This is an optimization exercise on Yosys and OpenROAD, whose aim is small area and a short achievable clock period, not a production implementation. At most, simulation tests tie the RTL to the original design; equivalence was not proved. No functional check of the RTL was part of runs 1, 6 and 7. The clock port is modelled as an ideal driver, which makes a skipped or thinned clock tree look cheaper than it is; a real chip needs a root buffer or a tree. Power and IR drop assume default switching activity.

### flow/design.v
module reservation_station #(
    parameter RS_SIZE = 8,
    parameter PR_BITS = 6,
    parameter ROB_SIZE = 16,
    parameter ROB_BITS = $clog2(ROB_SIZE)
)(
    input  logic clk,
    input  logic rst,
    input  logic                  dispatch_en,
    input  logic [PR_BITS-1:0]    src1,
    input  logic [PR_BITS-1:0]    src2,
    input  logic [PR_BITS-1:0]    dst,
    input  logic                  src1_ready,
    input  logic                  src2_ready,
    input  logic                  use_imm,
    input  logic [31:0]           imm,
    input  logic [ROB_BITS-1:0]   alloc_rob_idx,
    input  logic                  dispatch_is_branch,
    input  logic [31:0]           dispatch_pc,
    input logic [1:0] dispatch_br_type,
    input  logic                  wb_valid,
    input  logic [PR_BITS-1:0]    wb_phys,
    input  logic                  issue_grant,
    output logic [1:0] issue_br_type,
    output logic                  issue_valid,
    output logic [PR_BITS-1:0]    issue_src1,
    output logic [PR_BITS-1:0]    issue_src2,
    output logic [PR_BITS-1:0]    issue_dst,
    output logic                  issue_use_imm,
    output logic [31:0]           issue_imm,
    output logic                  issue_is_branch,
    output logic [31:0]           issue_pc,
    output logic [ROB_BITS-1:0]   issue_rob_idx,
    output logic [$clog2(RS_SIZE)-1:0] issue_idx,
    output logic                  rs_full
);
    localparam int W = 3*PR_BITS + 1 + 32 + ROB_BITS + 1 + 32 + 2;
    localparam int NSEL = 5;
    logic [W-1:0] din;
    assign din = {src1, src2, dst, use_imm, imm, alloc_rob_idx,
                  dispatch_is_branch, dispatch_pc, dispatch_br_type};
    logic [RS_SIZE-1:0] rs_valid;
    logic [RS_SIZE-1:0] rs_rdy1;    
    logic [RS_SIZE-1:0] rs_rdy2;
    logic [W-1:0]       rs_data [RS_SIZE];
    logic [RS_SIZE-1:0] sel_q [NSEL];
    logic [RS_SIZE-1:0] sel;
    assign sel = sel_q[0];
    logic       valid_q, full_q;
    logic [2:0] idx_q;
    always_ff @(posedge clk) begin
        for (int i = 0; i < RS_SIZE; i++)
            if (!rs_valid[i])
                rs_data[i] <= din;
    end
    logic [RS_SIZE-1:0] free_oh, free_below;
    always_comb begin
        logic all_lower;
        all_lower = 1'b1;
        for (int i = 0; i < RS_SIZE; i++) begin
            free_oh[i]    = !rs_valid[i] && all_lower;
            free_below[i] = !all_lower;
            all_lower     = all_lower && rs_valid[i];
        end
    end
    logic disp_ok, rdy1_in, rdy2_in, disp_rdy;
    assign disp_ok  = dispatch_en && (dst != '0);
    assign rdy1_in  = src1_ready || (src1 == '0);
    assign rdy2_in  = src2_ready || (src2 == '0);
    assign disp_rdy = disp_ok && rdy1_in && rdy2_in;
    logic [RS_SIZE-1:0] keep, ok1, ok2, valid_n, rdy1_n, rdy2_n;
    always_comb begin
        for (int i = 0; i < RS_SIZE; i++) begin
            ok1[i]     = rs_rdy1[i] || (wb_valid && rs_data[i][W-1 -: PR_BITS] == wb_phys);
            ok2[i]     = rs_rdy2[i] || (wb_valid && rs_data[i][W-1-PR_BITS -: PR_BITS] == wb_phys);
            keep[i]    = rs_valid[i] && !(issue_grant && sel[i]);
            valid_n[i] = keep[i] || (disp_ok && free_oh[i]);
            rdy1_n[i]  = rs_valid[i] ? ok1[i] : rdy1_in;
            rdy2_n[i]  = rs_valid[i] ? ok2[i] : rdy2_in;
        end
    end
    function automatic logic lower_below(input logic [RS_SIZE-1:0] v, input int n);
        lower_below = 1'b0;
        for (int j = 0; j < RS_SIZE; j++)
            if (j < n) lower_below = lower_below || v[j];
    endfunction
    logic [RS_SIZE-1:0] sel_n [NSEL];
    logic [RS_SIZE-1:0] r0, prio_n, prio_d;
    always_comb begin
        logic [RS_SIZE-1:0] r, rd, pn, pd;
        logic lower_n, lower_d;
        for (int k = 0; k < NSEL; k++) begin
            for (int i = 0; i < RS_SIZE; i++) begin
                case (k % 3)
                    0:       r[i] = (keep[i] && ok1[i]) && ok2[i];
                    1:       r[i] = keep[i] && (ok1[i] && ok2[i]);
                    default: r[i] = (keep[i] && ok2[i]) && ok1[i];
                endcase
                rd[i] = r[i] || free_oh[i];
            end
            lower_n = 1'b0;
            lower_d = 1'b0;
            for (int i = 0; i < RS_SIZE; i++) begin
                pn[i] = r[i] && !lower_n;
                pd[i] = rd[i] && !lower_d;
                lower_n = lower_n || r[i];
                lower_d = lower_d || rd[i];
            end
            if (k < 3)
                sel_n[k] = disp_rdy ? pd : pn;
            else
                for (int i = 0; i < RS_SIZE; i++)
                    sel_n[k][i] = (pn[i] && !(disp_rdy && free_below[i])) ||
                                  (disp_rdy && free_oh[i] && (pn[i] || !lower_below(r, i)));
            if (k == 0) begin
                r0     = r;
                prio_n = pn;
                prio_d = pd;
            end
        end
    end
    logic       valid_nq;
    logic [2:0] idx_nq;
    always_comb begin
        logic [2:0] en, ed;
        en = '0;
        ed = '0;
        for (int i = 0; i < RS_SIZE; i++) begin
            en = en | ({3{prio_n[i]}} & 3'(i));
            ed = ed | ({3{prio_d[i]}} & 3'(i));
        end
        valid_nq = disp_rdy ? ((|r0) || !(&rs_valid)) : (|r0);
        idx_nq   = disp_rdy ? ed : en;
    end
    always_ff @(posedge clk or posedge rst) begin
        if (rst) begin
            rs_valid <= '0;
            for (int k = 0; k < NSEL; k++) sel_q[k] <= '0;
            valid_q  <= 1'b0;
            idx_q    <= '0;
            full_q   <= 1'b0;
        end else begin
            rs_valid <= valid_n;
            for (int k = 0; k < NSEL; k++) sel_q[k] <= sel_n[k];
            valid_q  <= valid_nq;
            idx_q    <= idx_nq;
            full_q   <= &valid_n;
        end
    end
    always_ff @(posedge clk) begin
        rs_rdy1 <= rdy1_n;
        rs_rdy2 <= rdy2_n;
    end
    logic [W-1:0] dout;
    always_comb begin
        dout = '0;
        for (int i = 0; i < RS_SIZE; i++)
            for (int b = 0; b < W; b++)
                dout[b] = dout[b] | (sel_q[b % NSEL][i] & rs_data[i][b]);
    end
    assign {issue_src1, issue_src2, issue_dst, issue_use_imm, issue_imm, issue_rob_idx,
            issue_is_branch, issue_pc, issue_br_type} = dout;
    assign issue_valid = valid_q;
    assign issue_idx   = idx_q;
    assign rs_full     = full_q;
endmodule
### flow/flow/run.sh
#!/bin/bash
# Standard ORFS layout, with plain buffers on the ports instead of the
# delay-cell buffers that buffer_ports picks by default, extra settings from
# flow/extra.mk, and flow/post_cts.tcl run at the end of CTS.
set -euo pipefail
EXTRA=()
[[ -f flow/extra.mk ]] && while IFS= read -r l; do [[ -n "$l" ]] && EXTRA+=("$l"); done < flow/extra.mk
bash standard.sh "BUFFER_PORTS_ARGS=-buffer_cell sky130_fd_sc_hd__buf_1" "POST_CTS_TCL=$PWD/flow/post_cts.tcl" "${EXTRA[@]}" finish > flow_standard.log 2>&1
### flow/flow/extra.mk
CTS_ARGS=-sink_clustering_enable -repair_clock_nets -dont_use_dummy_load -sink_clustering_size 24 -sink_clustering_max_diameter 80
### flow/flow/post_cts.tcl
set block [ord::get_db_block]
set root [$block findInst clkbuf_0_clk]
if {$root != "NULL"} {
  set in_net [[$root findITerm A] getNet]
  set out_net [[$root findITerm X] getNet]
  set loads {}
  foreach it [$out_net getITerms] {
    if {[$it getInst] != $root} { lappend loads $it }
  }
  if {[llength $loads] <= 4 && [llength [$out_net getBTerms]] == 0} {
    puts "post_cts: removing [$root getName], clock port now feeds [llength $loads] buffers"
    foreach it $loads {
      $it disconnect
      $it connect $in_net
    }
    odb::dbInst_destroy $root
    odb::dbNet_destroy $out_net
    estimate_parasitics -placement
    repair_timing_helper
    detailed_placement
    check_placement -verbose
  } else {
    puts "post_cts: root buffer kept ([llength $loads] loads)"
  }
}
### flow/standard.sh
#!/bin/bash
# synth_recipe.tcl (not shown) runs the flow's synth.tcl, then flattens the netlist and writes it again
# the make line also repeats each setting of config.mk as NAME=value (left out here)
make -C /OpenROAD-flow-scripts/flow DESIGN_CONFIG=/design/flow/config.mk WORK_HOME=/design/flow/orfs CLKGATE_MAP_FILE= SYNTH_SCRIPT=/design/flow/synth_recipe.tcl "${@:-finish}"
### flow/config.mk
export PLATFORM = sky130hd
export DESIGN_NAME = reservation_station
export DESIGN_NICKNAME = reservation_station
export VERILOG_FILES = /design/flow/design.v
export SDC_FILE = /design/flow/constraint.sdc
export NUM_CORES = 4
export LEC_CHECK = 0
export CAP_MARGIN = 20
export CORE_MARGIN = 2
export CORE_UTILIZATION = 65
export PLACE_DENSITY = 0.75
export SETUP_SLACK_MARGIN = 2.0
export SLEW_MARGIN = 20
export TNS_END_PERCENT = 5
### flow/constraint.sdc
create_clock -name core_clock -period 4.5 [get_ports {clk}]
set_input_delay 0.9000 -clock core_clock [delete_from_list [all_inputs] [get_ports {clk}]]
set_output_delay 0.9000 -clock core_clock [all_outputs]
set_load 0.01 [all_outputs]
==> results.yml, run 1 <==
die:
  die-height_um: 216.2
  die_w_um: 216.2
  num_rows: 77
  dieArea_um2: 46760
  core-area_um2: 44320
  start_util: 0.6607
  ios: 198
final_layout:
  area_growth_pct: 13.70
  fill_cells: 2593
  multi_input_area_um2: 5919
  regArea_um2: 23400
  drive_gt1_frac: 0.1800
  fin_nets: 2027
min_path:
  hold_path.class: "reg2reg"
synthesis:
  ys.flop_type: "edfxtp_1"
  syn-cell-area_um2: 29280
  synthCells: 1665
  ys_seq_elements: 789
  async_flop_share: 0.06717
  synth_edf_count: 720
  ys.warnings.count: 4
  synth_cell_types: 53
  synth_fp_nets: 1768
  avgSynthCellArea_um2: 17.59
  seq_area_frac_synth: 0.7946
worst_setup_path:
  cpMostUsedCell: "nor2_1"
  critPathArrivalTime_ns: 2.91
  cp_slowest_stage_delay_ns: 0.46
  required_ns: 4.78
  critPathSlowestCell: "or3_4"
  cp_top_family: "simple AND/OR/NAND/NOR gates"
  cp-end-kind: "flop"
  worst-path-buf-inv: 2
  path_class: "in2reg"
  cp_cell_sequence: "buf_6, buf_4, xor2_1, nor2_1, a41oi_2, or3_4, and3_4, and2_4, a211oi_2, nor2_1"
  start_kind: "input pin"
  cp_max_fo: 11
grt:
  grt_pass1_vias: 17029
  antenna_found_initial: 1
  grt.overflow.total: 0
  grtUsageTotal: 0.3259
  grt_pass1_wl_mm: 110.8
  grt_max_degree: 92
placement:
  place.gp.congestion: 0.9345
  dpl.hpwl_mm: 41.11
  io_buffers: 197
  post-place-ws_ns: 0.9228
pwr:
  power_density_nw_per_um2: 722.7
  power_mw: 24.06
  max-vdd-ir-drop_mv: 0.5599
  leakage_nw: 11.14
sta:
  drv_slew: 0
  period_share: 0.5837
  layout_setup_ws_ns: 1.873
  setup_tns_ns: 0
  max_clock_freq_ghz: 0.3807
  final-setup-viol-count: 0
  tightest_slew_ns: 1.097
  skew_ns: 0.03137
  maxSlewHeadroom: 0.2690
  hold_violations: 0
  final.min_clock_period_ns: 2.627
  rsz0062_at_grt: "true"
clocking:
  clock_sinks: 789
  clk_pin_slew_ns: 0.09
  insertion_delay_ns: 0.39
route:
  ant_nets: 0
  dr_total_vias: 17368
  drt_iter0_markers: 2243
  route.detailed.drc: 0
  drt-total-wl_mm: 76.43
  drtPass1Iterations: 6
  viasPerCell: 6.903
  drt-wirelength-per-cell_um: 30.38
run_status:
  outcome: "finished clean"
run:
  cap_violations: 0
## registers in the layout, summed over array words and instances, names as in the netlist
name and flops:
full_q 1, idx_q 3, rs_data 720, rs_rdy1 8, rs_rdy2 8, rs_valid 8, sel_q 40, valid_q 1
## per-stage QoR
step           std cells    util  area (µm²)  hold slack, ns
5_1_grt             2514  0.7512       33290          0.5713
6_report            2516  0.7513       33290          0.5471
3_3_place_gp        2373  0.6899       30570          0.4895
2_1_floorplan       1665       -       29420          0.4697
3_5_place_dp        2373  0.6899       30570          0.5087
## worst paths after layout
path                                       startpoint               endpoint  slack (ns)  cells after the start
worst max-delay path                       wb_phys[3]     idx_q[2]$_DFF_PP0_        1.87                     10
worst min-delay path               rs_rdy2[3]$_DFF_P_     rs_rdy2[3]$_DFF_P_        0.55                      2
worst max register to register  rs_valid[1]$_DFF_PP0_       full_q$_DFF_PP0_        1.89                      8
worst min register to register     rs_rdy2[3]$_DFF_P_     rs_rdy2[3]$_DFF_P_        0.55                      2
max in group asynchronous                         rst  sel_q[0][3]$_DFF_PP0_        3.21                      3
min in group asynchronous                         rst  sel_q[2][7]$_DFF_PP0_        0.71                      3
## layout by cell type (no fill, tap or decap), types with 11 or more instances in the layout
master     count
edfxtp_1     720
a22oi_1      325
buf_1        160
nand4_1       96
buf_4         83
xor2_1        67
clkbuf_16     38
a22oi_2       35
dfrtp_4       34
nor2_1        30
nand2_1       28
buf_2         28
buf_6         25
xnor2_1       24
buf_12        20
dfxtp_1       16
mux2i_1       14
dfrtp_1       13
a21oi_1       11
## tightest hold or removal path, stage by stage, from the launching register on
cell and delay, ns:
dfxtp_1 0.32, a41oi_1 0.06, mux2i_1 0.13
## logic make-up after synthesis
kind of cell | after synthesis | share of synthesized area
buffers and inverters | 118 | 0.01872
DFF | 789 | 0.7946
and+or+nand+nor | 208 | 0.03987
muxes | 14 | 0.004786
xor gates and xnor gates | 96 | 0.02871
AOI/OAI and AO/OA | 440 | 0.1133
## layout make-up
class | count | area share
sequential | 789 | 0.7029
multi-input combinational | 760 | 0.1778
timing repair buffer | 325 | 0.06648
clock buffer | 38 | 0.02856
tap | 592 | 0.02225
inverter | 10 | 0.001879
antenna | 2 | 0.0001503
## power by group
part | leakage [nW] | total, mW | switching, mW | internal (mW)
Sequential | 7.84 | 12.7 | 1.74 | 11.0
Clock | 0.468 | 3.51 | 1.99 | 1.52
Combinational | 2.82 | 7.85 | 5.11 | 2.73
Total | 11.1 | 24.1 | 8.84 | 15.2
## synth_stat cells, types with 11 or more instances
master	instances	area share
a21oi_1	16	0.0027
dfxtp_1	16	0.011
dfrtp_1	53	0.045
a22oi_1	360	0.092
nor3_1	16	0.0027
nand4_1	96	0.021
clkbuf_1	73	0.0094
mux2i_1	14	0.0048
xor2_1	70	0.021
edfxtp_1	720	0.74
nand2_1	30	0.0038
xnor2_1	26	0.0078
nor2_1	33	0.0042
buf_1	15	0.0019
a41oi_1	11	0.0033
## routing by layer
| layer | GRT usage | wire, µm |
|---|---|---|
| met1 | 0.4577 | 28410 |
| met2 | 0.5157 | 36230 |
| met3 | 0.06933 | 8762 |
| met4 | 0.1160 | 3012 |
| met5 | 0 | 12 |
==> run 2, diff against run 1 <==
--- a/flow/design.v
+++ b/flow/design.v
@@ -37,3 +37,3 @@
     localparam int W = 3*PR_BITS + 1 + 32 + ROB_BITS + 1 + 32 + 2;
-    localparam int NSEL = 5;
+    localparam int NSEL = 4;
     logic [W-1:0] din;
--- a/flow/config.mk
+++ b/flow/config.mk
@@ -10,3 +10,3 @@
 export CORE_UTILIZATION = 65
-export PLACE_DENSITY = 0.75
+export PLACE_DENSITY = 0.85
 export SETUP_SLACK_MARGIN = 2.0
==> run 2 against run 1 <==
  * Final cell count down 1.8%
  * Count of clock-buffer cells in the layout down 1
  * Clock power down 2%
  * Die area down 1.5%
  * Worst setup slack worse by 0.19 ns
  * Non-clock buffer count down 13
  * Largest cell class unchanged
  * First-iteration DRC count up 5.3%
  * Sequential share of layout area up 0.26 points
  * Via count up 1.2%
==> results.yml, run 2 <==
run_status:
  outcome: "finished clean"
pwr:
  power_density_nw_per_um2: 703.8
  switchingPower_mw: 8.445
  p_int_mw: 14.67
  seq_power_share: 0.529
  leakage_nw: 10.80
  p_clk_frac: 0.149
  max-vdd-ir-drop_mv: 0.4535
  power_mw: 23.12
  power.share.combinational: 0.322
  switching_share: 0.3653
sta:
  rsz0062_at_grt: "true"
  final.min_clock_period_ns: 2.815
  max_clock_freq_ghz: 0.3552
  final-setup-viol-count: 0
  maxSlewHeadroom: 0.2310
  drv_slew: 0
  hold_violations: 0
  period_share: 0.6256
  skew_ns: 0.05469
  tightest_slew_ns: 1.153
  setup_tns_ns: 0
grt:
  grt_max_degree: 57
  antenna_found_initial: 10
  grtUsageTotal: 0.3221
  grt_pass1_wl_mm: 109.0
  grt_pass1_vias: 17056
  grt.overflow.total: 0
run:
  cap_violations: 0
final_layout:
  multi_input_area_um2: 5818
  fin_nets: 1978
  finish.utilization: 0.7461
  largest_reg_flops: 720
  final_common_cell: "edfxtp_1"
  fin_cells: 2470
  fill_cells: 2402
  layout_common_cells: "720 x edfxtp_1, 347 x a22oi_1, 170 x buf_1"
  largest_register: "rs_data"
  regArea_um2: 23180
  largestRegisters: "rs_data (720), sel_q (32)"
  drive_gt1_frac: 0.1612
  area_growth_pct: 13.90
placement:
  dp_cells: 2344
  dpl.hpwl_mm: 40.37
  place.gp.congestion: 0.9324
  io_buffers: 197
route:
  drt_iter0_markers: 2362
  dr_total_vias: 17568
  drt-wirelength-per-cell_um: 31.51
  route.detailed.drc: 0
  ant_nets: 0
  drtPass1Iterations: 6
  viasPerCell: 7.113
  drt-total-wl_mm: 77.84
synthesis:
  synth-adder-area-share: 0
  synth_top_cells_by_area: "edfxtp_1 75%, a22oi_1 9.4%, dfrtp_1 3.9%, xor2_1 2.3%, nand4_1 2.0%"
  yosysTopAreaCell: "edfxtp_1"
  synthXorXnorAreaFrac: 0.02915
  async_flop_share: 0.05762
  avgSynthCellArea_um2: 17.91
  synthMuxAreaShare: 0.004859
  synth_compound_area_frac: 0.1118
  synth_cell_types: 52
  ys.warnings.count: 4
  yosys.area_share.simple: 0.03900
  synth_top_family_by_area: "compound AO/OA/AOI/OAI gates"
  synth_top_area_frac: 0.7497
  synth_edf_count: 720
  seq_area_frac_synth: 0.7998
  synthCells: 1610
  synthTopCellsByCount: "720 x edfxtp_1, 360 x a22oi_1, 93 x nand4_1"
  ys.flop_type: "edfxtp_1"
  synth_fp_nets: 1713
  syn-cell-area_um2: 28840
  synth_most_common_cell: "edfxtp_1"
  ys_seq_elements: 781
die:
  dieArea_um2: 46070
  die_w_um: 214.6
  die-height_um: 214.6
  core-area_um2: 44030
  ios: 198
  start_util: 0.6550
  num_rows: 77
worst_setup_path:
  start_kind: "input pin"
  cp_slowest_stage_delay_ns: 0.62
  path_class: "in2reg"
  cp_max_fo: 13
  cp_cell_sequence: "buf_4, xnor2_1, a41oi_2, or3_4, a21boi_4, and4b_4, or3_1"
  critPathSlowestCell: "xnor2_1"
  worst-path-buf-inv: 1
  required_ns: 4.79
  cp-end-kind: "flop"
  critPathArrivalTime_ns: 3.11
  cp_top_family: "simple AND/OR/NAND/NOR gates"
clocking:
  insertion_delay_ns: 0.41
  clk_pin_slew_ns: 0.10
  clock_sinks: 781
min_path:
  hold_path.class: "reg2reg"
run 2: final timing paths:
check / from / end / slack, ns / cells after the start
max in group asynchronous: rst / sel_q[0][7]$_DFF_PP0_ / 3.03 / 2
worst min register to register: rs_rdy1[6]$_DFF_P_ / rs_rdy1[6]$_DFF_P_ / 0.55 / 2
worst max register to register: rs_valid[1]$_DFF_PP0_ / rs_data[1][46]$_DFFE_PN_ / 1.86 / 2
worst min-delay path: rs_rdy1[6]$_DFF_P_ / rs_rdy1[6]$_DFF_P_ / 0.55 / 2
worst max-delay path: wb_phys[3] / idx_q[1]$_DFF_PP0_ / 1.68 / 7
min in group asynchronous: rst / sel_q[1][5]$_DFF_PP0_ / 0.73 / 2
run 2: routing by layer:
layer	track usage	vias to the layer above	wire, µm
met5	0	-	54
met4	0.1275	10	3680
met3	0.07404	266	9234
met2	0.5203	1374	37610
met1	0.4329	8788	27260
li1	-	7130	-
run 2: through the flow:
step	instance area, µm²	hold WS, ns	setup WS, ns
2_1_floorplan	28970	0.4633	1.725
3_3_place_gp	30220	0.4810	0.9443
3_5_place_dp	30220	0.4989	0.9513
5_1_grt	32850	0.5707	1.679
6_report	32850	0.5471	1.685
run 2: power groups by stage:
stage | Sequential (mW) | Combinational [mW] | Clock, mW
2_1_floorplan | 11.6 | 3.90 | 0
3_3_place_gp | 12.4 | 5.85 | 0
3_5_place_dp | 12.5 | 5.91 | 0
5_1_grt | 12.4 | 7.82 | 3.67
6_report | 12.2 | 7.44 | 3.45
run 2: logic make-up (layout without fill, tap and decap cells):
family                    after synthesis  in the layout
other                                   0              5
buffers and inverters                  96            359
muxes                                  14             14
AOI/OAI and AO/OA                     429            429
xor gates and xnor gates               96             96
DFF                                   781            781
and+or+nand+nor                       194            194
run 2: area by class of cell:
type                       instances  area share
sequential                       781      0.7055
multi-input combinational        733      0.1771
timing repair buffer             312     0.06437
clock buffer                      37     0.02819
tap                              592     0.02255
inverter                          10    0.001904
antenna                            5   0.0003809
run 2: worst register-to-register path, cell delays in order, from the launching register on:
cell	delay, ns
dfrtp_1	0.62
clkinvlp_4	1.00
buf_4	0.69
==> run 3, diff against run 2 <==
--- a/flow/config.mk
+++ b/flow/config.mk
@@ -9,4 +9,4 @@
 export CORE_MARGIN = 2
-export CORE_UTILIZATION = 65
-export PLACE_DENSITY = 0.85
+export CORE_UTILIZATION = 60
+export PLACE_DENSITY = 0.7
 export SETUP_SLACK_MARGIN = 2.0
==> run 3 against run 2 <==
  * Still clean on timing, DRC and antenna
  * Clock skew is 0.0089 ns lower
  * Wire length is 2.4% lower
  * Combinational power is 1% higher
  * Via count is 3.8% lower
  * Clock power is 2% higher
  * Design area is 0.70% higher
  * Critical endpoint unchanged
==> results.yml, run 3 <==
run_status:
  outcome: "finished clean"
worst_setup_path:
  r2r_start: "rs_valid[1]$_DFF_PP0_"
  cp-end-kind: "flop"
  required_ns: 4.77
  cp_slowest_stage_delay_ns: 0.48
  r2r_slack_ns: 2.07
  critPathArrivalTime_ns: 2.91
  reg2regPathDepth: 2
  cp_cell_sequence: "buf_6, buf_12, xor2_2, nor3_2, a41oi_2, or3_4, a21boi_4, and4b_4, or3_1"
  path_class: "in2reg"
  critPathSlowestCell: "or3_4"
  cp_max_fo: 8
  r2r_end: "rs_data[1][86]$_DFFE_PN_"
  start_kind: "input pin"
clocking:
  clock_sinks: 781
  insertion_delay_ns: 0.39
  clk_pin_slew_ns: 0.10
sta:
  final-setup-viol-count: 0
  maxSlewHeadroom: 0.3308
  drv_slew: 0
  tightest_slew_ns: 1.002
  skew_ns: 0.04580
  period_share: 0.5865
  hold_violations: 0
  hold_ws_ns: 0.5173
  setup_tns_ns: 0
  rsz0062_at_grt: "true"
  max_clock_freq_ghz: 0.3789
  final.min_clock_period_ns: 2.639
synthesis:
  synth_fp_nets: 1713
  synth_most_common_cell: "edfxtp_1"
  seq_area_frac_synth: 0.7998
  avgSynthCellArea_um2: 17.91
  ys.warnings.count: 4
  synthCells: 1610
  synth_top_area_frac: 0.7497
  ys_seq_elements: 781
  synth_edf_count: 720
  synthTopCellsByCount: "720 x edfxtp_1, 360 x a22oi_1, 93 x nand4_1"
  synth_top_cells_by_area: "edfxtp_1 75%, a22oi_1 9.4%, dfrtp_1 3.9%, xor2_1 2.3%, nand4_1 2.0%"
  synth_cell_types: 52
  async_flop_share: 0.05762
  yosysTopAreaCell: "edfxtp_1"
  syn-cell-area_um2: 28840
  ys.flop_type: "edfxtp_1"
pwr:
  power_density_nw_per_um2: 699.4
  leakage_nw: 10.96
  max-vdd-ir-drop_mv: 0.4317
final_layout:
  largest_register: "rs_data"
  drive_gt1_frac: 0.1724
  largest_reg_flops: 720
  regArea_um2: 23170
  fill_cells: 3075
  fin_nets: 2002
  final_common_cell: "edfxtp_1"
  area_growth_pct: 14.70
  largestRegisters: "rs_data (720), sel_q (32)"
  multi_input_area_um2: 5813
  layout_common_cells: "720 x edfxtp_1, 343 x a22oi_1, 163 x buf_1"
die:
  die_w_um: 223.2
  dieArea_um2: 49840
  start_util: 0.6066
  core-area_um2: 47550
  num_rows: 80
  ios: 198
  die-height_um: 223.2
min_path:
  holdCritStartpoint: "rs_rdy2[4]$_DFF_P_"
  hold_path.class: "reg2reg"
  whs_path_depth: 2
  hold_end: "rs_rdy2[4]$_DFF_P_"
grt:
  grt_pass1_vias: 16760
  grt_pass1_wl_mm: 109.6
  antenna_found_initial: 3
  grt.overflow.total: 0
  grtUsageTotal: 0.3031
  grt_max_degree: 94
route:
  dr_total_vias: 16907
  route.detailed.drc: 0
  viasPerCell: 6.725
  drt-wirelength-per-cell_um: 30.21
  drt-total-wl_mm: 75.95
  drtPass1Iterations: 5
  ant_nets: 0
  drt_iter0_markers: 1966
placement:
  place.gp.congestion: 0.9294
  io_buffers: 197
  dpl.hpwl_mm: 41.41
run:
  cap_violations: 0
-- run 3: cell counts after synthesis --
No cell type changed its count.
-- run 3: final cells by class --
cell class | instances | area share
inverter | 10 | 0.001967
antenna | 2 | 0.0001513
clock buffer | 38 | 0.02875
tap | 615 | 0.02326
sequential | 781 | 0.7005
timing repair buffer | 334 | 0.06963
multi-input combinational | 734 | 0.1757
-- run 3: logic make-up (layout without fill, tap and decap cells) --
family          count (synthesis)  after routing  share of synthesized area
mux                            14             14                   0.004859
simple gates                  194            195                    0.03900
compound gates                429            429                     0.1118
flops                         781            781                     0.7998
xor+xnor                       96             96                    0.02915
buf+inv                        96            382                    0.01531
other cells                     0              2                          0
-- run 3: through the flow --
step	cells	power, mW	cell area (µm²)	util	worst slack (ns)
6_report	2514	23.14	33080	0.6958	1.861
5_1_grt	2513	24.04	33080	0.6957	1.853
3_5_place_dp	2380	18.64	30390	0.6391	0.8107
3_3_place_gp	2380	18.47	30380	0.6391	0.8572
2_1_floorplan	1610	15.53	28970	-	1.725
-- run 3: how the worst max path moves through the flow --
stage	depth (start not counted)	to	slack (ns)	start
after floorplan	9	idx_q[1]$_DFF_PP0_	1.73	wb_phys[5]
after global placement	9	idx_q[1]$_DFF_PP0_	0.86	wb_phys[1]
after detailed placement	9	idx_q[1]$_DFF_PP0_	0.81	wb_phys[1]
after global routing	9	valid_q$_DFF_PP0_	1.85	wb_phys[4]
final	9	idx_q[1]$_DFF_PP0_	1.86	wb_phys[2]
-- run 3: worst max-delay path: cells and delay by family --
kind / cells / cell delay (ns)
AOI/OAI and AO/OA: 2 / 0.37
xor gates and xnor gates: 1 / 0.18
buffers and inverters: 2 / 0.27
and+or+nand+nor: 4 / 1.17
-- run 3: where the power goes --
part / internal, mW / switching [mW]
Sequential: 10.9 / 1.23
Combinational: 2.47 / 5.06
Clock: 1.52 / 2.01
Total: 14.8 / 8.29
-- run 3: metal layers --
metal | global-route usage | vias to the layer above | routed length, µm
li1 | - | 7189 | -
met1 | 0.4315 | 8680 | 30050
met2 | 0.4829 | 891 | 36600
met3 | 0.06269 | 145 | 7058
met4 | 0.08703 | 2 | 2220
met5 | 0 | - | 15
==> run 4, diff against run 3 <==
--- a/flow/config.mk
+++ b/flow/config.mk
@@ -9,5 +9,5 @@
 export CORE_MARGIN = 2
-export CORE_UTILIZATION = 60
-export PLACE_DENSITY = 0.7
-export SETUP_SLACK_MARGIN = 2.0
+export CORE_UTILIZATION = 65
+export PLACE_DENSITY = 0.75
+export SETUP_SLACK_MARGIN = 2.1
 export SLEW_MARGIN = 20
==> run 4 against run 3 <==
  * Sequential power is essentially flat
  * Critical endpoint unchanged
  * Hold slack about the same
  * Register-to-register slack gained 0.13 ns
  * Critical path type unchanged
  * Clock skew is 0.020 ns lower
  * Critical path depth down 1
  * Non-clock buffer count fell by 14
==> results.yml, run 4 <==
run_status:
  outcome: "finished clean"
placement:
  dpl.hpwl_mm: 41.20
  place.gp.congestion: 0.9581
  io_buffers: 197
  post-place-ws_ns: 0.9377
die:
  ios: 198
  start_util: 0.6550
  die_w_um: 214.6
  die-height_um: 214.6
  dieArea_um2: 46070
  core-area_um2: 44030
  num_rows: 77
synthesis:
  synth_top_area_frac: 0.7497
  ys_seq_elements: 781
  synthCells: 1610
  synth_fp_nets: 1713
  synth_edf_count: 720
  yosysTopAreaCell: "edfxtp_1"
  avgSynthCellArea_um2: 17.91
  async_flop_share: 0.05762
  synth_most_common_cell: "edfxtp_1"
  synth_top_cells_by_area: "edfxtp_1 75%, a22oi_1 9.4%, dfrtp_1 3.9%, xor2_1 2.3%, nand4_1 2.0%"
  synth_cell_types: 52
  syn-cell-area_um2: 28840
  ys.warnings.count: 4
  synthTopCellsByCount: "720 x edfxtp_1, 360 x a22oi_1, 93 x nand4_1"
  seq_area_frac_synth: 0.7998
  ys.flop_type: "edfxtp_1"
sta:
  skew_ns: 0.02623
  hold_ws_ns: 0.5174
  rsz0062_at_grt: "true"
  max_clock_freq_ghz: 0.3844
  hold_violations: 0
  period_share: 0.5781
  drv_slew: 0
  layout_setup_ws_ns: 1.898
  final-setup-viol-count: 0
  setup_tns_ns: 0
  maxSlewHeadroom: 0.2983
  final.min_clock_period_ns: 2.602
  tightest_slew_ns: 1.052
final_layout:
  fin_nets: 1988
  largestRegisters: "rs_data (720), sel_q (32)"
  fill_cells: 2569
  layout_common_cells: "720 x edfxtp_1, 342 x a22oi_1, 162 x buf_1"
  drive_gt1_frac: 0.1758
  regArea_um2: 23160
  final_common_cell: "edfxtp_1"
  largest_reg_flops: 720
  multi_input_area_um2: 5938
  largest_register: "rs_data"
  area_growth_pct: 14.40
clocking:
  insertion_delay_ns: 0.39
  clk_pin_slew_ns: 0.09
  clock_sinks: 781
pwr:
  switching_share: 0.3620
  max-vdd-ir-drop_mv: 0.5691
  p_int_mw: 14.77
  seq_power_share: 0.521
  power.share.combinational: 0.329
  switchingPower_mw: 8.377
  power_density_nw_per_um2: 701.4
  p_clk_frac: 0.150
  leakage_nw: 10.88
grt:
  grtUsageTotal: 0.3174
  grt.overflow.total: 0
  grt_pass1_wl_mm: 107.0
  grt_max_degree: 58
  antenna_found_initial: 6
  grt_pass1_vias: 16352
worst_setup_path:
  required_ns: 4.77
  cp-end-kind: "flop"
  start_kind: "input pin"
  cp_max_fo: 8
  path_class: "in2reg"
  reg2regPathDepth: 7
  critPathArrivalTime_ns: 2.87
route:
  drt-wirelength-per-cell_um: 30.37
  drt_iter0_markers: 2336
  dr_total_vias: 17028
  drt-total-wl_mm: 75.29
  route.detailed.drc: 0
  ant_nets: 0
  drtPass1Iterations: 6
  viasPerCell: 6.869
min_path:
  whs_path_depth: 2
  hold_path.class: "reg2reg"
run:
  cap_violations: 0
-- run 4: through the flow --
step                power, mW  cells  utilization  cell area [µm²]
floorplan               15.51   1610            -            28950
global placement        18.44   2356       0.6884            30310
detailed placement      18.58   2356       0.6884            30310
global route            23.97   2475       0.7492            32980
finish                  23.14   2479       0.7494            32990
-- run 4: logic make-up (layout without fill, tap and decap cells) --
kind of cell    count (synthesis)  in the layout  synth area share
flops                         781            781            0.7998
simple gates                  194            196           0.03900
xor+xnor                       96             96           0.02915
buf+inv                        96            367           0.01531
mux                            14             14          0.004859
compound gates                429            429            0.1118
other cells                     0              4                 0
-- run 4: worst max-delay path: stages --
cell,delay [ns]
buf_2,0.14
clkbuf_16,0.18
xnor2_1,0.36
a41oi_2,0.19
or3_4,0.42
a21boi_4,0.17
and4b_4,0.19
or3_1,0.30
-- run 4: path summary, 6_finish.rpt --
| path | slack (ns) | to | startpoint |
|---|---|---|---|
| max in group asynchronous | 3.13 | sel_q[1][4]$_DFF_PP0_ | rst |
| setup reg to reg | 2.20 | idx_q[1]$_DFF_PP0_ | rs_data[2][85]$_DFFE_PN_ |
| setup / recovery | 1.90 | idx_q[1]$_DFF_PP0_ | wb_phys[3] |
| hold / removal | 0.52 | rs_rdy2[6]$_DFF_P_ | rs_rdy2[6]$_DFF_P_ |
| min in group asynchronous | 0.71 | sel_q[1][7]$_DFF_PP0_ | rst |
| hold reg to reg | 0.52 | rs_rdy2[6]$_DFF_P_ | rs_rdy2[6]$_DFF_P_ |
-- run 4: power by group through the flow --
stage               Clock [mW]  Sequential (mW)  Combinational (mW)
floorplan                    0             11.6                3.89
global placement             0             12.3                6.16
detailed placement           0             12.4                6.20
global route              3.71             12.2                8.05
finish                    3.46             12.1                7.62
-- run 4: layout make-up --
class / instances / area share
Tap cell: 592 / 0.02245
Sequential cell: 781 / 0.7018
Inverter: 10 / 0.002351
Antenna cell: 4 / 0.0003034
Timing Repair Buffer: 320 / 0.06504
Clock buffer: 37 / 0.02806
Multi-Input combinational cell: 735 / 0.1800
-- run 4: layer usage --
metal / global-route usage / up-vias / wire length, µm
li1: - / 7147 / -
met1: 0.4590 / 8683 / 28700
met2: 0.5058 / 1061 / 36840
met3: 0.06383 / 133 / 7965
met4: 0.08333 / 4 / 1767
met5: 0 / - / 14
==> run 5, diff against run 4 <==
==> flow/flow/extra.mk (replaced) <==
CTS_ARGS=-sink_clustering_enable -repair_clock_nets -dont_use_dummy_load -sink_clustering_size 28 -sink_clustering_max_diameter 70
--- a/flow/config.mk
+++ b/flow/config.mk
@@ -9,5 +9,5 @@
 export CORE_MARGIN = 2
-export CORE_UTILIZATION = 65
-export PLACE_DENSITY = 0.75
-export SETUP_SLACK_MARGIN = 2.1
+export CORE_UTILIZATION = 72
+export PLACE_DENSITY = 0.82
+export SETUP_SLACK_MARGIN = 2.3
 export SLEW_MARGIN = 20
==> run 5 against run 4 <==
  * Synthesized cell count stayed put
  * Hold slack better by 0.019 ns
  * Die area is 9.5% lower
  * Sequential share of layout area hardly changed
  * Wire length is 3.8% higher
  * Fmax is 5.6% lower
  * Final cell count is 2.6% lower
  * Via count is 4.9% higher
  * Highest routed layer unchanged
==> results.yml, run 5 <==
die:
  die_w_um: 204.1
  ios: 198
  dieArea_um2: 41670
  num_rows: 73
  die-height_um: 204.1
  start_util: 0.7275
  core-area_um2: 39640
synthesis:
  synth_top_cells_by_area: "edfxtp_1 75%, a22oi_1 9.4%, dfrtp_1 3.9%, xor2_1 2.3%, nand4_1 2.0%"
  synthXorXnorAreaFrac: 0.02915
  seq_area_frac_synth: 0.7998
  synth_edf_count: 720
  synthTopCellsByCount: "720 x edfxtp_1, 360 x a22oi_1, 93 x nand4_1"
  ys.warnings.count: 4
  ys.flop_type: "edfxtp_1"
  synth_top_area_frac: 0.7497
  synth_most_common_cell: "edfxtp_1"
  yosys.area_share.simple: 0.03900
  synth_cell_types: 52
  avgSynthCellArea_um2: 17.91
  synthCells: 1610
  synth_top_family_by_area: "compound AO/OA/AOI/OAI gates"
  synth-adder-area-share: 0
  synthMuxAreaShare: 0.004859
  synth_compound_area_frac: 0.1118
  ys_seq_elements: 781
  syn-cell-area_um2: 28840
  async_flop_share: 0.05762
  yosysTopAreaCell: "edfxtp_1"
  synth_fp_nets: 1713
final_layout:
  fill_cells: 1817
  final_common_cell: "edfxtp_1"
  fin_nets: 1990
  largest_reg_flops: 720
  fin_area_um2: 33010
  area_growth_pct: 14.47
  largest_register: "rs_data"
  drive_gt1_frac: 0.1788
  largestRegisters: "rs_data (720), sel_q (32)"
  layout_common_cells: "720 x edfxtp_1, 347 x a22oi_1, 165 x buf_1"
sta:
  rsz0062_at_grt: "true"
  final.min_clock_period_ns: 2.756
  skew_ns: 0.02951
  drv_slew: 0
  max_clock_freq_ghz: 0.3629
  maxSlewHeadroom: 0.2608
  period_share: 0.6123
  tightest_slew_ns: 1.109
  final-setup-viol-count: 0
  hold_violations: 0
  setup_tns_ns: 0
pwr:
  power.share.combinational: 0.319
  power_density_nw_per_um2: 706.8
  switching_share: 0.3675
  switchingPower_mw: 8.576
  max-vdd-ir-drop_mv: 0.5115
  p_clk_frac: 0.148
  p_int_mw: 14.76
  seq_power_share: 0.533
  leakage_nw: 10.92
worst_setup_path:
  cpMostUsedCell: "buf_6"
  r2r_start: "rs_valid[0]$_DFF_PP0_"
  critPathSlowestCell: "or3_4"
  r2r_slack_ns: 1.85
  startpoint: "wb_phys[5]"
  start_kind: "input pin"
  cp_cell_sequence: "buf_8, buf_6, xor2_1, nor2_1, a41oi_2, or3_4, nand4_4, buf_4, buf_6, a21o_1, o22ai_2"
  cp_slowest_stage_delay_ns: 0.41
  reg2regPathDepth: 7
  cp_top_family: "simple AND/OR/NAND/NOR gates"
  path_class: "in2reg"
  required_ns: 4.77
  endpoint: "idx_q[2]$_DFF_PP0_"
  cp-end-kind: "flop"
  cp_max_fo: 11
  crit_cells: 11
  worst-path-buf-inv: 4
  r2r_end: "valid_q$_DFF_PP0_"
  critPathArrivalTime_ns: 3.02
route:
  dr_total_vias: 17866
  drt_iter0_markers: 2704
  drt-total-wl_mm: 78.14
  drt-wirelength-per-cell_um: 32.35
  route.detailed.drc: 0
  ant_nets: 0
  drtPass1Iterations: 6
  viasPerCell: 7.398
grt:
  grt_pass1_vias: 17359
  antenna_found_initial: 3
  grt_max_degree: 64
  grt_pass1_wl_mm: 109.4
  grtUsageTotal: 0.3643
  grt.overflow.total: 0
min_path:
  hold_path.class: "reg2reg"
clocking:
  clk_pin_slew_ns: 0.10
  clock_sinks: 781
  insertion_delay_ns: 0.39
run_status:
  outcome: "finished clean"
placement:
  dpl.hpwl_mm: 40.86
  io_buffers: 197
  placed_area_um2: 30180
  place.gp.congestion: 0.9475
run:
  cap_violations: 0
run 5: cell counts after synthesis:
No cell type changed its count.
run 5: worst min path at each step:
stage                             startpoint  cells past startpoint  slack, ns                  to
final                     rs_rdy2[6]$_DFF_P_                      2       0.54  rs_rdy2[6]$_DFF_P_
after global routing      rs_rdy2[0]$_DFF_P_                      2       0.55  rs_rdy2[0]$_DFF_P_
after detailed placement  rs_rdy2[6]$_DFF_P_                      2       0.49  rs_rdy2[6]$_DFF_P_
after global placement    rs_rdy2[0]$_DFF_P_                      2       0.48  rs_rdy2[0]$_DFF_P_
after floorplan           rs_rdy2[0]$_DFF_P_                      2       0.46  rs_rdy2[0]$_DFF_P_
run 5: layout make-up:
cell class / instances / area [µm²] / share of cell area
diodes: 5 / 12.51 / 0.0003790
clock buffers: 37 / 925.9 / 0.02805
inverters: 10 / 77.57 / 0.002350
multi-input cells: 733 / 5963 / 0.1806
flip-flops and latches: 781 / 23180 / 0.7021
well taps: 525 / 656.9 / 0.01990
repair buffers: 324 / 2198 / 0.06659
run 5: worst register-to-register path: cells and delay by family (launching register included):
family	cells	cell delay, ns
DFF	1	0.72
and+or+nand+nor	7	1.82
run 5: layer usage:
| layer | share of wire | wire length, µm | GRT usage | vias up |
|---|---|---|---|---|
| li1 | - | - | - | 7155 |
| met1 | 0.34 | 26870 | 0.4961 | 8898 |
| met2 | 0.48 | 37880 | 0.5820 | 1525 |
| met3 | 0.13 | 9781 | 0.08036 | 286 |
| met4 | 0.046 | 3593 | 0.1545 | 2 |
| met5 | 0.00014 | 11 | 0 | - |
run 5: cells by family (layout without fill, tap and decap cells):
group / after synthesis / count (layout)
flops: 781 / 781
compound gates: 429 / 429
simple gates: 194 / 194
xor+xnor: 96 / 96
buf+inv: 96 / 371
mux: 14 / 14
other cells: 0 / 5
run 5: stage by stage:
step / std cells / total power, mW / util / setup slack [ns] / hold WS, ns
after global placement: 2280 / 18.28 / 0.7607 / 0.9053 / 0.4821
after floorplan: 1610 / 15.51 / - / 1.725 / 0.4633
final: 2415 / 23.33 / 0.8328 / 1.744 / 0.5363
after global routing: 2410 / 24.07 / 0.8325 / 1.712 / 0.5550
after detailed placement: 2281 / 18.50 / 0.7613 / 0.8783 / 0.4938
run 5: power groups by stage:
stage / combinational [mW] / sequential, mW / clock [mW]
global route: 7.84 / 12.5 / 3.68
detailed placement: 5.93 / 12.6 / 0
floorplan: 3.89 / 11.6 / 0
global placement: 5.83 / 12.5 / 0
finish: 7.45 / 12.4 / 3.46
==> run 6, diff against run 5 <==
--- a/flow/design.v
+++ b/flow/design.v
@@ -37,3 +37,3 @@
     localparam int W = 3*PR_BITS + 1 + 32 + ROB_BITS + 1 + 32 + 2;
-    localparam int NSEL = 4;
+    localparam int NSEL = 3;
     logic [W-1:0] din;
@@ -55,3 +55,3 @@
     end
-    logic [RS_SIZE-1:0] free_oh, free_below;
+    logic [RS_SIZE-1:0] free_oh;
     always_comb begin
@@ -60,5 +60,4 @@
         for (int i = 0; i < RS_SIZE; i++) begin
-            free_oh[i]    = !rs_valid[i] && all_lower;
-            free_below[i] = !all_lower;
-            all_lower     = all_lower && rs_valid[i];
+            free_oh[i] = !rs_valid[i] && all_lower;
+            all_lower  = all_lower && rs_valid[i];
         end
@@ -81,7 +80,2 @@
     end
-    function automatic logic lower_below(input logic [RS_SIZE-1:0] v, input int n);
-        lower_below = 1'b0;
-        for (int j = 0; j < RS_SIZE; j++)
-            if (j < n) lower_below = lower_below || v[j];
-    endfunction
     logic [RS_SIZE-1:0] sel_n [NSEL];
@@ -108,8 +102,3 @@
             end
-            if (k < 3)
-                sel_n[k] = disp_rdy ? pd : pn;
-            else
-                for (int i = 0; i < RS_SIZE; i++)
-                    sel_n[k][i] = (pn[i] && !(disp_rdy && free_below[i])) ||
-                                  (disp_rdy && free_oh[i] && (pn[i] || !lower_below(r, i)));
+            sel_n[k] = disp_rdy ? pd : pn;
             if (k == 0) begin
==> flow/flow/extra.mk (replaced) <==
CTS_ARGS=-sink_clustering_enable -repair_clock_nets -dont_use_dummy_load -sink_clustering_size 24 -sink_clustering_max_diameter 80
--- a/flow/config.mk
+++ b/flow/config.mk
@@ -9,4 +9,4 @@
 export CORE_MARGIN = 2
-export CORE_UTILIZATION = 72
-export PLACE_DENSITY = 0.82
+export CORE_UTILIZATION = 65
+export PLACE_DENSITY = 0.75
 export SETUP_SLACK_MARGIN = 2.3
==> run 6 against run 5 <==
  * Flip-flop and latch count down 8
  * Largest cell class unchanged
  * Clock skew rose by 0.013 ns
  * Still clean on timing, DRC and antenna
  * Via count fell by 4.4%
  * Critical endpoint is now issue_dst[0]
  * Design area is 0.90% higher
  * Synthesized cell count is 1.1% higher
  * Total power is 2.0% higher
  * Core utilization down 7.6 points
  * Wire length down 3.2%
  * Highest routed layer unchanged
==> results.yml, run 6 <==
sta:
  hold_violations: 0
  setup_tns_ns: 0
  max_clock_freq_ghz: 0.3777
  tightest_slew_ns: 1.124
  period_share: 0.5883
  final-setup-viol-count: 0
  maxSlewHeadroom: 0.2490
  rsz0062_at_grt: "true"
  skew_ns: 0.04207
  drv_slew: 0
  final.min_clock_period_ns: 2.648
grt:
  grtUsageTotal: 0.3242
  grt_pass1_vias: 16910
  grt_pass1_wl_mm: 109.2
  grt_max_degree: 58
  grt.overflow.total: 0
  antenna_found_initial: 7
pwr:
  max-vdd-ir-drop_mv: 0.5886
  leakage_nw: 11.04
  power_density_nw_per_um2: 714.3
  power_mw: 23.79
worst_setup_path:
  critPathArrivalTime_ns: 1.75
  cp-end-kind: "output pin"
  r2r_start: "rs_valid[3]$_DFF_PP0_"
  cp_slowest_stage_delay_ns: 0.60
  path_class: "reg2out"
  r2r_slack_ns: 1.93
  cp_max_fo: 6
  worst-path-buf-inv: 2
  start_kind: "flop"
  cp_cell_sequence: "buf_12, a22oi_2, nand4_1, buf_2"
  cp_top_family: "flip-flops"
  reg2regPathDepth: 3
  critPathSlowestCell: "dfrtp_4"
  r2r_end: "rs_data[3][27]$_DFFE_PN_"
  required_ns: 3.60
die:
  start_util: 0.6550
  dieArea_um2: 46070
  num_rows: 77
  die_w_um: 214.6
  core-area_um2: 44030
  ios: 198
  die-height_um: 214.6
run_status:
  outcome: "finished clean"
final_layout:
  largestRegisters: "rs_data (720), sel_q (24)"
  largest_register: "rs_data"
  fill_cells: 2595
  largest_reg_flops: 720
  final_common_cell: "edfxtp_1"
  finish.utilization: 0.7566
  layout_common_cells: "720 x edfxtp_1, 295 x a22oi_1, 139 x buf_1"
  area_growth_pct: 15.50
  fin_nets: 2001
  drive_gt1_frac: 0.2078
route:
  ant_nets: 0
  drt-total-wl_mm: 75.60
  drt-wirelength-per-cell_um: 30.34
  drt_iter0_markers: 2195
  route.detailed.drc: 0
  dr_total_vias: 17086
  drtPass1Iterations: 5
  viasPerCell: 6.856
synthesis:
  syn-cell-area_um2: 28840
  synth_fp_nets: 1730
  synthTopCellsByCount: "720 x edfxtp_1, 361 x a22oi_1, 96 x nand4_1"
  synth_cell_types: 61
  ys_seq_elements: 773
  synth_edf_count: 720
  synth_most_common_cell: "edfxtp_1"
  synthCells: 1627
  avgSynthCellArea_um2: 17.73
  ys.warnings.count: 4
  yosysTopAreaCell: "edfxtp_1"
  ys.flop_type: "edfxtp_1"
  async_flop_share: 0.04787
  seq_area_frac_synth: 0.7929
  synth_top_area_frac: 0.7497
  synth_top_cells_by_area: "edfxtp_1 75%, a22oi_1 9.4%, dfrtp_1 3.2%, nand4_1 2.1%, xor2_1 1.7%"
placement:
  place.gp.congestion: 0.9436
  dpl.hpwl_mm: 40.46
  io_buffers: 197
min_path:
  holdCritStartpoint: "rs_rdy2[0]$_DFF_P_"
  whs_path_depth: 2
  hold_path.class: "reg2reg"
  hold_end: "rs_rdy2[0]$_DFF_P_"
run:
  cap_violations: 0
clocking:
  clk_pin_slew_ns: 0.09
  clock_sinks: 773
  insertion_delay_ns: 0.39
[run 6: cell count changes after synthesis, sizes merged, moves of 6 or more]
| cell | delta |
|---|---|
| a21boi | +6 |
| xnor2 | +19 |
| dfrtp | -8 |
| xor2 | -19 |
| a21oi | -8 |
| and4 | +6 |
| clkbuf | +15 |
[run 6: area by class of cell]
class	instances	area, µm²	area share
tap	592	740.7	0.02224
multi-input combinational	749	6287	0.1887
inverter	10	65.06	0.001953
antenna	4	10.01	0.0003005
timing repair buffer	327	2371	0.07118
sequential	773	22910	0.6878
clock buffer	37	925.9	0.02780
[run 6: power breakdown]
part           total, mW  internal (mW)  switching, mW
Sequential          11.7           10.6           1.04
Clock               3.43           1.48           1.96
Combinational       8.67           2.97           5.69
[run 6: kinds of logic after synthesis]
kind of cell	share of synthesized area
AOI/OAI and AO/OA	0.1158
xor gates and xnor gates	0.02915
buffers and inverters	0.01783
DFF	0.7929
muxes	0.005206
and+or+nand+nor	0.03913
[run 6: worst register-to-register path, stage by stage, from the launching register on]
cell,delay (ns)
dfrtp_1,0.52
clkinvlp_4,0.16
buf_4,0.55
buf_4,0.83
[run 6: routing by layer]
metal | global-route usage | up-vias | share of wire
met5 | 0 | - | 0.00049
met4 | 0.1060 | 6 | 0.035
met3 | 0.07461 | 161 | 0.097
met2 | 0.5249 | 949 | 0.48
met1 | 0.4445 | 8752 | 0.39
li1 | - | 7218 | -
[run 6: how the worst max path moves through the flow]
stage                          start                  to  slack (ns)  depth (start not counted)
2_1_floorplan  rs_valid[4]$_DFF_PP0_  idx_q[1]$_DFF_PP0_        1.57                          7
3_3_place_gp                  dst[2]  idx_q[0]$_DFF_PP0_        1.03                          7
3_5_place_dp                  dst[2]  idx_q[0]$_DFF_PP0_        0.97                          7
5_1_grt        sel_q[0][7]$_DFF_PP0_        issue_pc[28]        1.84                          5
6_report       sel_q[0][7]$_DFF_PP0_        issue_dst[0]        1.85                          4
[run 6: per-stage QoR]
stage | hold slack, ns | worst slack, ns | instances | instance area, µm²
floorplan | 0.4633 | 1.570 | 1627 | 28960
detailed placement | 0.5004 | 0.9735 | 2367 | 30320
global route | 0.5432 | 1.837 | 2490 | 33310
finish | 0.5216 | 1.853 | 2492 | 33310
global placement | 0.4900 | 1.027 | 2367 | 30320
==> run 7, diff against run 6 <==
--- a/flow/config.mk
+++ b/flow/config.mk
@@ -11,3 +11,3 @@
 export PLACE_DENSITY = 0.75
-export SETUP_SLACK_MARGIN = 2.3
+export SETUP_SLACK_MARGIN = 2.6
 export SLEW_MARGIN = 20
==> run 7 against run 6 <==
  * First-iteration DRC count rose by 2.3%
  * Die area did not move
  * Hold slack improved by 0.0017 ns
  * Sequential share of layout area fell by 0.62 points
  * Worst setup slack got worse by 0.035 ns
==> results.yml, run 7 <==
final_layout:
  largest_register: "rs_data"
  final_common_cell: "edfxtp_1"
  fin_nets: 2009
  largestRegisters: "rs_data (720), sel_q (24)"
  largest_reg_flops: 720
  fill_cells: 2549
  regArea_um2: 22910
  area_growth_pct: 16.56
  multi_input_area_um2: 6430
  fin_area_um2: 33620
  layout_common_cells: "720 x edfxtp_1, 283 x a22oi_1, 124 x buf_1"
  drive_gt1_frac: 0.2316
synthesis:
  ys_seq_elements: 773
  synth_edf_count: 720
  ys.warnings.count: 4
  synth_top_cells_by_area: "edfxtp_1 75%, a22oi_1 9.4%, dfrtp_1 3.2%, nand4_1 2.1%, xor2_1 1.7%"
  synth_most_common_cell: "edfxtp_1"
  synthCells: 1627
  async_flop_share: 0.04787
  synth_fp_nets: 1730
  yosysTopAreaCell: "edfxtp_1"
  synth_top_area_frac: 0.7497
  synthTopCellsByCount: "720 x edfxtp_1, 361 x a22oi_1, 96 x nand4_1"
  avgSynthCellArea_um2: 17.73
  syn-cell-area_um2: 28840
  synth_cell_types: 61
  seq_area_frac_synth: 0.7929
  ys.flop_type: "edfxtp_1"
die:
  die_w_um: 214.6
  num_rows: 77
  die-height_um: 214.6
  ios: 198
  dieArea_um2: 46070
  start_util: 0.6550
  core-area_um2: 44030
route:
  dr_total_vias: 17291
  route.detailed.drc: 0
  drt-wirelength-per-cell_um: 30.48
  drt-total-wl_mm: 76.15
  viasPerCell: 6.922
  drt_iter0_markers: 2246
  ant_nets: 0
  drtPass1Iterations: 8
worst_setup_path:
  critPathArrivalTime_ns: 1.78
  cp_max_fo: 8
  start_kind: "flop"
  path_class: "reg2out"
  cp-end-kind: "output pin"
  r2r_start: "rs_valid[3]$_DFF_PP0_"
  required_ns: 3.60
  startpoint: "sel_q[0][3]$_DFF_PP0_"
pwr:
  leakage_nw: 11.16
  max-vdd-ir-drop_mv: 0.5491
  power_density_nw_per_um2: 713.7
sta:
  period_share: 0.5961
  hold_violations: 0
  layout_setup_ws_ns: 1.817
  hold_ws_ns: 0.5233
  final-setup-viol-count: 0
  rsz0062_at_grt: "true"
  max_clock_freq_ghz: 0.3728
  drv_slew: 0
  setup_tns_ns: 0
  skew_ns: 0.04411
  tightest_slew_ns: 1.129
  final.min_clock_period_ns: 2.683
  maxSlewHeadroom: 0.2458
run:
  cap_violations: 0
placement:
  post-place-ws_ns: 0.9735
  place.gp.congestion: 0.9436
  placed_area_um2: 30320
  io_buffers: 197
  dpl.hpwl_mm: 40.46
grt:
  grtUsageTotal: 0.3254
  grt_max_degree: 58
  grt.overflow.total: 0
  grt_pass1_vias: 16999
  antenna_found_initial: 6
  grt_pass1_wl_mm: 109.8
clocking:
  clk_pin_slew_ns: 0.10
  clock_sinks: 773
  insertion_delay_ns: 0.39
min_path:
  holdCritStartpoint: "rs_rdy2[0]$_DFF_P_"
  hold_path.class: "reg2reg"
run_status:
  outcome: "finished clean"
## run 7: worst paths after layout
path,end,slack [ns],depth (start not counted)
max,issue_src1[0],1.82,4
min,rs_rdy2[0]$_DFF_P_,0.52,2
max reg2reg,rs_data[3][27]$_DFFE_PN_,1.94,3
min reg2reg,rs_rdy2[0]$_DFF_P_,0.52,2
max in group asynchronous,sel_q[2][3]$_DFF_PP0_,3.52,3
min in group asynchronous,idx_q[1]$_DFF_PP0_,0.61,3
## run 7: final cells by class
class | count | area share
Timing Repair inverter | 1 | 0.0001489
Multi-Input combinational cell | 749 | 0.1913
Antenna cell | 2 | 0.0001489
Tap cell | 592 | 0.02203
Inverter | 10 | 0.001935
Timing Repair Buffer | 334 | 0.07537
Clock buffer | 37 | 0.02754
Sequential cell | 773 | 0.6815
## run 7: through the flow
step	util	instances	power (mW)
after floorplan	-	1627	15.62
after global placement	0.6886	2367	18.65
after detailed placement	0.6886	2367	18.83
after global routing	0.7635	2498	24.87
final	0.7635	2498	23.99
## run 7: routing by layer
layer  track usage  vias to the layer above  routed length [µm]
met5             0                        -                  56
met4        0.1014                        8                2429
met3       0.07191                      170                7859
met2        0.5340                     1019               37410
met1        0.4434                     8867               28390
li1              -                     7227                   -
## run 7: cell families (layout without fill, tap and decap cells)
family | after synthesis | in the layout | share of synthesized area
simple gates | 196 | 198 | 0.03913
xor+xnor | 96 | 96 | 0.02915
buf+inv | 107 | 382 | 0.01783
mux | 15 | 15 | 0.005206
other cells | 0 | 2 | 0
compound gates | 440 | 440 | 0.1158
flops | 773 | 773 | 0.7929
## run 7: worst max-delay path, cell delays in order (launching register included)
cell and delay [ns]:
dfrtp_4 0.61, buf_12 0.20, a22oi_2 0.21, nand4_1 0.17, buf_4 0.20
## run 7: power by group
part           switching, mW  internal, mW  leakage [nW]  total (mW)
sequential              1.07          10.7          7.69        11.7
clock                   1.95          1.48         0.456        3.42
combinational           5.76          3.09          3.02        8.85
==> run 8, diff against run 7 <==
--- a/flow/design.v
+++ b/flow/design.v
@@ -37,3 +37,3 @@
     localparam int W = 3*PR_BITS + 1 + 32 + ROB_BITS + 1 + 32 + 2;
-    localparam int NSEL = 3;
+    localparam int NSEL = 4;
     logic [W-1:0] din;
@@ -55,3 +55,3 @@
     end
-    logic [RS_SIZE-1:0] free_oh;
+    logic [RS_SIZE-1:0] free_oh, free_below;
     always_comb begin
@@ -60,4 +60,5 @@
         for (int i = 0; i < RS_SIZE; i++) begin
-            free_oh[i] = !rs_valid[i] && all_lower;
-            all_lower  = all_lower && rs_valid[i];
+            free_oh[i]    = !rs_valid[i] && all_lower;
+            free_below[i] = !all_lower;
+            all_lower     = all_lower && rs_valid[i];
         end
@@ -80,2 +81,7 @@
     end
+    function automatic logic lower_below(input logic [RS_SIZE-1:0] v, input int n);
+        lower_below = 1'b0;
+        for (int j = 0; j < RS_SIZE; j++)
+            if (j < n) lower_below = lower_below || v[j];
+    endfunction
     logic [RS_SIZE-1:0] sel_n [NSEL];
@@ -102,3 +108,8 @@
             end
-            sel_n[k] = disp_rdy ? pd : pn;
+            if (k < 3)
+                sel_n[k] = disp_rdy ? pd : pn;
+            else
+                for (int i = 0; i < RS_SIZE; i++)
+                    sel_n[k][i] = (pn[i] && !(disp_rdy && free_below[i])) ||
+                                  (disp_rdy && free_oh[i] && (pn[i] || !lower_below(r, i)));
             if (k == 0) begin
==> flow/flow/run.sh (replaced) <==
#!/bin/bash
# Standard ORFS layout, with plain buffers on the ports instead of the
# delay-cell buffers that buffer_ports picks by default, extra settings from
# flow/extra.mk, flow/post_gpl.tcl run after global placement and flow/post_cts.tcl run at
# the end of CTS.
set -euo pipefail
EXTRA=()
[[ -f flow/extra.mk ]] && while IFS= read -r l; do [[ -n "$l" ]] && EXTRA+=("$l"); done < flow/extra.mk
bash standard.sh "BUFFER_PORTS_ARGS=-buffer_cell sky130_fd_sc_hd__buf_1" "POST_CTS_TCL=$PWD/flow/post_cts.tcl" "POST_GLOBAL_PLACE_TCL=$PWD/flow/post_gpl.tcl" "${EXTRA[@]}" finish > flow_standard.log 2>&1
==> flow/flow/post_gpl.tcl (new file) <==
# Output port buffers: start them at buf_2 rather than buf_1, since every
# output path is near the critical one.
set block [ord::get_db_block]
set m [[ord::get_db] findMaster sky130_fd_sc_hd__buf_2]
set n 0
foreach inst [$block getInsts] {
  if {[string match "output*" [$inst getName]] && [[$inst getMaster] getName] == "sky130_fd_sc_hd__buf_1"} {
    $inst swapMaster $m
    incr n
  }
}
puts "post_gpl: $n output buffers set to buf_2"
--- a/flow/config.mk
+++ b/flow/config.mk
@@ -11,3 +11,3 @@
 export PLACE_DENSITY = 0.75
-export SETUP_SLACK_MARGIN = 2.6
+export SETUP_SLACK_MARGIN = 2.0
 export SLEW_MARGIN = 20
==> run 8 against run 7 <==
  * Wire length up 0.70%
  * Global-route usage rose by 0.40 points
  * Design area shrank 0.96%
  * Clock skew decreased by 0.0082 ns
  * Register-to-register slack better by 0.12 ns
  * Count of clock-buffer cells in the layout increased by 1
  * Fmax grew 2.8%
  * Largest cell class unchanged
  * Sequential power hardly changed
  * Core utilization fell by 0.74 points
  * Synthesized cell count is 1.0% lower
  * Total power fell by 2.3%
==> results.yml, run 8 <==
run_status:
  outcome: "finished clean"
route:
  route.detailed.drc: 0
  drtPass1Iterations: 6
  dr_total_vias: 17394
  ant_nets: 0
  drt_iter0_markers: 2258
  drt-total-wl_mm: 76.68
  drt-wirelength-per-cell_um: 30.80
  viasPerCell: 6.986
pwr:
  power_mw: 23.43
  leakage_nw: 11.26
  power_density_nw_per_um2: 703.8
  switching_share: 0.3564
  p_int_mw: 15.08
  seq_power_share: 0.512
  p_clk_frac: 0.150
  switchingPower_mw: 8.351
  power.share.combinational: 0.338
  max-vdd-ir-drop_mv: 0.5376
grt:
  grt_pass1_wl_mm: 111.0
  grt_pass1_vias: 16894
  antenna_found_initial: 6
  grt_max_degree: 57
  grtUsageTotal: 0.3293
  grt.overflow.total: 0
worst_setup_path:
  critPathArrivalTime_ns: 2.89
  path_class: "in2reg"
  r2r_start: "rs_valid[1]$_DFF_PP0_"
  cpMostUsedCell: "or3_4"
  required_ns: 4.79
  startpoint: "dst[5]"
  cp_cell_sequence: "buf_4, or4_4, o31ai_4, or3_4, o21ai_2, and4b_4, or3_4"
  cp_max_fo: 9
  start_kind: "input pin"
  critPathSlowestCell: "or4_4"
  cp_slowest_stage_delay_ns: 0.55
  cp-end-kind: "flop"
placement:
  dpl.hpwl_mm: 40.19
  post-place-ws_ns: 0.8977
  io_buffers: 197
synthesis:
  async_flop_share: 0.05762
  synth_edf_count: 720
  seq_area_frac_synth: 0.7998
  synth_top_area_frac: 0.7497
  avgSynthCellArea_um2: 17.91
  synthTopCellsByCount: "720 x edfxtp_1, 360 x a22oi_1, 93 x nand4_1"
  yosysTopAreaCell: "edfxtp_1"
  ys_seq_elements: 781
  synth_fp_nets: 1713
  synth_cell_types: 52
  synth_most_common_cell: "edfxtp_1"
  syn-cell-area_um2: 28840
  ys.warnings.count: 4
  ys.flop_type: "edfxtp_1"
  synthCells: 1610
  synth_top_cells_by_area: "edfxtp_1 75%, a22oi_1 9.4%, dfrtp_1 3.9%, xor2_1 2.3%, nand4_1 2.0%"
die:
  core-area_um2: 44030
  start_util: 0.6550
  ios: 198
  die_w_um: 214.6
  dieArea_um2: 46070
  num_rows: 77
  die-height_um: 214.6
final_layout:
  largest_register: "rs_data"
  largest_reg_flops: 720
  final_common_cell: "edfxtp_1"
  area_growth_pct: 15.44
  drive_gt1_frac: 0.2162
  layout_common_cells: "720 x edfxtp_1, 332 x a22oi_1, 99 x buf_2"
  largestRegisters: "rs_data (720), sel_q (32)"
  fin_nets: 2001
sta:
  layout_setup_ws_ns: 1.892
  setup_tns_ns: 0
  hold_ws_ns: 0.5131
  rsz0062_at_grt: "true"
  hold_violations: 0
  drv_slew: 0
  period_share: 0.5797
  final.min_clock_period_ns: 2.608
  final-setup-viol-count: 0
  maxSlewHeadroom: 0.3048
  skew_ns: 0.03587
  max_clock_freq_ghz: 0.3834
  tightest_slew_ns: 1.043
min_path:
  holdCritStartpoint: "rs_rdy2[1]$_DFF_P_"
  hold_path.class: "reg2reg"
clocking:
  clock_sinks: 781
  insertion_delay_ns: 0.40
  clk_pin_slew_ns: 0.10
run:
  cap_violations: 0
## run 8: cell types whose count changed after synthesis, sizes merged, moves of 6 or more
cell | before | now
a21oi | 4 | 12
and4 | 6 | 0
xor2 | 56 | 75
a21boi | 7 | 1
xnor2 | 40 | 21
dfrtp | 37 | 45
clkbuf | 77 | 62
## run 8: cell families after synthesis
kind of cell,count (synthesis),share of synthesized area
AND/OR/NAND/NOR,194,0.03900
flip-flops,781,0.7998
multiplexers,14,0.004859
AO/OA/AOI/OAI,429,0.1118
buffers and inverters,96,0.01531
XOR/XNOR,96,0.02915
## run 8: layout make-up
| type | instances | area, µm² |
|---|---|---|
| flip-flops and latches | 781 | 23160 |
| fillers | 2526 | 10740 |
| multi-input cells | 733 | 5803 |
| repair buffers | 334 | 2566 |
| clock buffers | 38 | 950.9 |
| well taps | 592 | 740.7 |
| inverters | 10 | 62.56 |
| diodes | 2 | 5.005 |
## run 8: routing by layer
metal / track usage / routed length, µm
met1: 0.4627 / 28470
met2: 0.5139 / 36410
met3: 0.07986 / 8734
met4: 0.1176 / 2993
met5: 0 / 72
## run 8: final timing paths
| path | end | slack, ns | cells past startpoint |
|---|---|---|---|
| max | idx_q[1]$_DFF_PP0_ | 1.89 | 7 |
| min | rs_rdy2[1]$_DFF_P_ | 0.51 | 2 |
| max reg2reg | full_q$_DFF_PP0_ | 2.06 | 7 |
| min reg2reg | rs_rdy2[1]$_DFF_P_ | 0.51 | 2 |
| max in group asynchronous | sel_q[0][4]$_DFF_PP0_ | 3.01 | 2 |
| min in group asynchronous | sel_q[2][2]$_DFF_PP0_ | 0.73 | 2 |
## run 8: metrics by stage
stage	cells	cell area, µm²	utilization
global route	2489	33290	0.7561
finish	2490	33290	0.7561
detailed placement	2348	30380	0.6901
global placement	2348	30260	0.6873
floorplan	1610	28970	-
## run 8: power by group through the flow
stage | clock network, mW | logic (mW) | registers [mW]
global placement | 0 | 5.98 | 12.4
floorplan | 0 | 3.90 | 11.6
detailed placement | 0 | 6.23 | 12.5
global route | 3.74 | 8.35 | 12.2
finish | 3.52 | 7.91 | 12.0
## run 8: worst max-delay path: cells and delay by family
kind                   cells  cell delay [ns]
AO/OA/AOI/OAI              2             0.44
AND/OR/NAND/NOR            4             1.40
buffers and inverters      1             0.15

-- separate check: timing with driven ports --
Ports are ideal in the flow. The routed layouts listed here were re-timed in OpenROAD.
Step 1: set_driving_cell puts a clkbuf_16 on clk and a buf_2 on each other input, an assumption about the parent block.
Step 2, shift: input delay + t, output delay - t, t = (earliest + latest rising clock arrival at the registers) / 2. This alone moves slack from input paths to output paths.
Slacks: ideal / step 1 / step 2; pairs: ideal / step 1.
| run | t, ns | setup WS [ns] | clock arrival spread, ns | cell pins on the clock port's net |
|---|---|---|---|---|
| run 1 | 0.492 | 1.873 / 1.822 / 1.429 | 0.032 / 0.032 | 4 |
| run 2 | 0.504 | 1.685 / 1.745 / 1.246 | 0.056 / 0.055 | 4 |
| run 3 | 0.492 | 1.861 / 1.804 / 1.441 | 0.047 / 0.046 | 4 |
| run 4 | 0.499 | 1.898 / 1.811 / 1.462 | 0.027 / 0.027 | 4 |
| run 5 | 0.493 | 1.744 / 1.773 / 1.312 | 0.042 / 0.041 | 4 |
| run 6 | 0.495 | 1.852 / 1.732 / 1.555 | 0.046 / 0.046 | 4 |
| run 7 | 0.492 | 1.817 / 1.696 / 1.533 | 0.045 / 0.044 | 4 |
| run 8 | 0.502 | 1.892 / 1.792 / 1.440 | 0.049 / 0.048 | 4 |
After both steps every run listed still meets setup and hold. The setup slack of run 8, which loses most, moves by -0.100 ns with the drivers and by -0.452 ns with both steps.
